This design comes from an exercise in tuning for small area on the open sky130 flow, not from production work.
Function was checked by simulation only, so behaviour that the tests miss may differ from the original.
Power figures rest on the tool's default switching activity, not on a simulated workload.

## pll_d
module pll_d(
	output logic freq_synced,
	input freq_in,
	input Clock, nReset
	);
Size in the first run: roughly 490 cells after synthesis, about 4 I/O pins, ~4500 um2 of cells after synthesis.
export LEC_CHECK = 0
export CAP_MARGIN = 20
export CORE_MARGIN = 2
export CORE_UTILIZATION = 70
export PLACE_DENSITY = 0.8
export SLEW_MARGIN = 20
create_clock -name core_clock -period 6.0 [get_ports {Clock}]
standard.sh (not shown) runs the stock make flow with config.mk's settings and CLKGATE_MAP_FILE= SYNTH_SCRIPT=/design/flow/synth_recipe.tcl, a recipe that flattens the netlist after the stock synthesis.
==> flow/flow/run.sh <==
#!/bin/bash
# The standard layout with three changes:
#  - after the standard synthesis, the combinational logic between its
#    flip-flops is mapped again by ABC for area (flow/reabc.tcl); every
#    flip-flop keeps its name and cell;
#  - clock tree synthesis adds no dummy loads (cells that only balance the
#    clock tree's load and drive nothing);
#  - the ports are buffered with buf_2 rather than a delay buffer.
set -euo pipefail
export BUFFER_PORTS_ARGS="-buffer_cell sky130_fd_sc_hd__buf_2"
export CTS_ARGS="-sink_clustering_enable -repair_clock_nets -dont_use_dummy_load"
RES=orfs/results/$FLOW_PLATFORM/pll_d/base
LIB=$FLOW_HOME/platforms/$FLOW_PLATFORM/lib/sky130_fd_sc_hd__tt_025C_1v80.lib
YOSYS=$(command -v yosys || echo "$FLOW_HOME/../tools/install/yosys/bin/yosys")

bash standard.sh synth > synth.log 2>&1
cp $RES/1_2_yosys.v standard_synth.v
python3 flow/mklib.py "$LIB" comb.lib > mklib.log 2>&1
LIB=$LIB RES=$RES COMBLIB=comb.lib TOP=$FLOW_TOP "$YOSYS" -c flow/reabc.tcl > reabc.log 2>&1
rm -f $RES/1_synth.odb $RES/1_synth.sdc
bash standard.sh > standard.log 2>&1
Other scripts of this flow, unchanged in this note and not shown: flow/flow/mklib.py, flow/flow/reabc.tcl
The baseline finished with timing, DRC and antenna clean.
Then changed:
--- a/flow/config.mk
+++ b/flow/config.mk
@@ -6,7 +6,7 @@
 export NUM_CORES = 4
 export LEC_CHECK = 0
-export CAP_MARGIN = 20
+export CAP_MARGIN = 5
 export CORE_MARGIN = 2
 export CORE_UTILIZATION = 70
 export PLACE_DENSITY = 0.8
-export SLEW_MARGIN = 20
+export SLEW_MARGIN = 5
Result:
- critical path depth does not change
- global-route usage does not change
- routed wire length is unchanged

========
Another version of the RTL of pll_d (not shown whole).
Size in the first run: ~490 cells after synthesis, about 5000 µm² of cells after synthesis.
Settings: LEC_CHECK=0, CAP_MARGIN=20, CORE_MARGIN=2, CORE_UTILIZATION=60, SLEW_MARGIN=20; clock period 6.0 ns.
==> flow/flow/run.sh <==
#!/bin/bash
# The standard layout, with clock tree synthesis told not to add dummy loads
# (cells that only balance the clock tree's load and drive nothing).
set -euo pipefail
export CTS_ARGS="-sink_clustering_enable -repair_clock_nets -dont_use_dummy_load"
bash standard.sh > standard.log 2>&1
The first run produced a clean layout.
Then changed:
--- a/flow/config.mk
+++ b/flow/config.mk
@@ -10 +10,2 @@
-export CORE_UTILIZATION = 60
+export CORE_UTILIZATION = 70
+export PLACE_DENSITY = 0.8
Routed wire length barely changes.
Critical path depth is unchanged.
Total power increases by 0.73%.
Then changed:
==> flow/flow/run.sh (replaced) <==
#!/bin/bash
# The standard layout, with clock tree synthesis told not to add dummy loads
# (cells that only balance the clock tree's load and drive nothing) and to
# use larger sink clusters.
set -euo pipefail
export CTS_ARGS="-sink_clustering_enable -repair_clock_nets -dont_use_dummy_load -sink_clustering_size 60 -sink_clustering_max_diameter 300 -buf_list sky130_fd_sc_hd__clkbuf_16 -root_buf sky130_fd_sc_hd__clkbuf_16"
bash standard.sh > standard.log 2>&1
--- a/flow/config.mk
+++ b/flow/config.mk
@@ -10,2 +10 @@
-export CORE_UTILIZATION = 70
-export PLACE_DENSITY = 0.8
+export CORE_UTILIZATION = 60
What happened: Design area is higher by 2.0%. Die area rises by 16%. Routed wire length increases by 1.7%. Sequential power is about the same. Total power goes up by 6.8%. Combinational power decreases by about 2%. Clock-buffer cell count does not change. Sequential cell count is unchanged. Non-clock buffer count decreases by 1. Setup slack gets worse by 0.13 ns. Global-route usage decreases by 2.5 points.
Then changed:
==> flow/flow/run.sh (replaced) <==
#!/bin/bash
# The standard layout, with clock tree synthesis told not to add dummy loads
# (cells that only balance the clock tree's load and drive nothing).
set -euo pipefail
export CTS_ARGS="-sink_clustering_enable -repair_clock_nets -dont_use_dummy_load"
bash standard.sh > standard.log 2>&1
--- a/flow/config.mk
+++ b/flow/config.mk
@@ -10 +10,2 @@
-export CORE_UTILIZATION = 60
+export CORE_UTILIZATION = 80
+export PLACE_DENSITY = 0.9
- power went down by about 6%
- count of clock-buffer cells in the layout stays the same
- fmax falls by 1.7%
- sequential share of layout area climbs by 1.2 points

-- separate check: timing with driven ports --
The results above use ideal ports. As a check the final layouts listed here were re-extracted and re-timed, cells and wires unchanged. Step 1 (the two cells are an assumption about what drives the block):
set clk [get_ports {Clock}]
set_driving_cell -lib_cell sky130_fd_sc_hd__clkbuf_16 $clk
set_driving_cell -lib_cell sky130_fd_sc_hd__buf_2 [delete_from_list [all_inputs] $clk]
Step 2 adds t to the input delays and takes it off the output delays; t is the mean of the earliest and latest rising clock arrival at the registers after step 1. Input paths then give back, and output paths get back, about the clock's delay inside the block. Slacks: ideal ports / drivers / drivers and shift; pairs: ideal ports / drivers.
run	t, ns	slack for setup (ns)	hold slack, ns	worst setup path at the end	worst data-port slew with drivers (ns)
the first run of note 1	0.387	0.441 / 0.441 / 0.441	0.397 / 0.397 / 0.397	register to register	0.02
the second run of note 1	0.387	0.441 / 0.441 / 0.441	0.397 / 0.397 / 0.397	register to register	0.02
the first run of note 2	0.383	0.360 / 0.360 / 0.360	0.458 / 0.458 / 0.458	register to register	0.03
the second run of note 2	0.383	0.455 / 0.455 / 0.455	0.427 / 0.427 / 0.427	register to register	0.03
the third run of note 2	0.372	0.322 / 0.322 / 0.322	0.443 / 0.443 / 0.443	register to register	0.03
the fourth run of note 2	0.379	0.226 / 0.226 / 0.226	0.424 / 0.424 / 0.424	register to register	0.03
After both steps setup and hold are still met in every run listed.
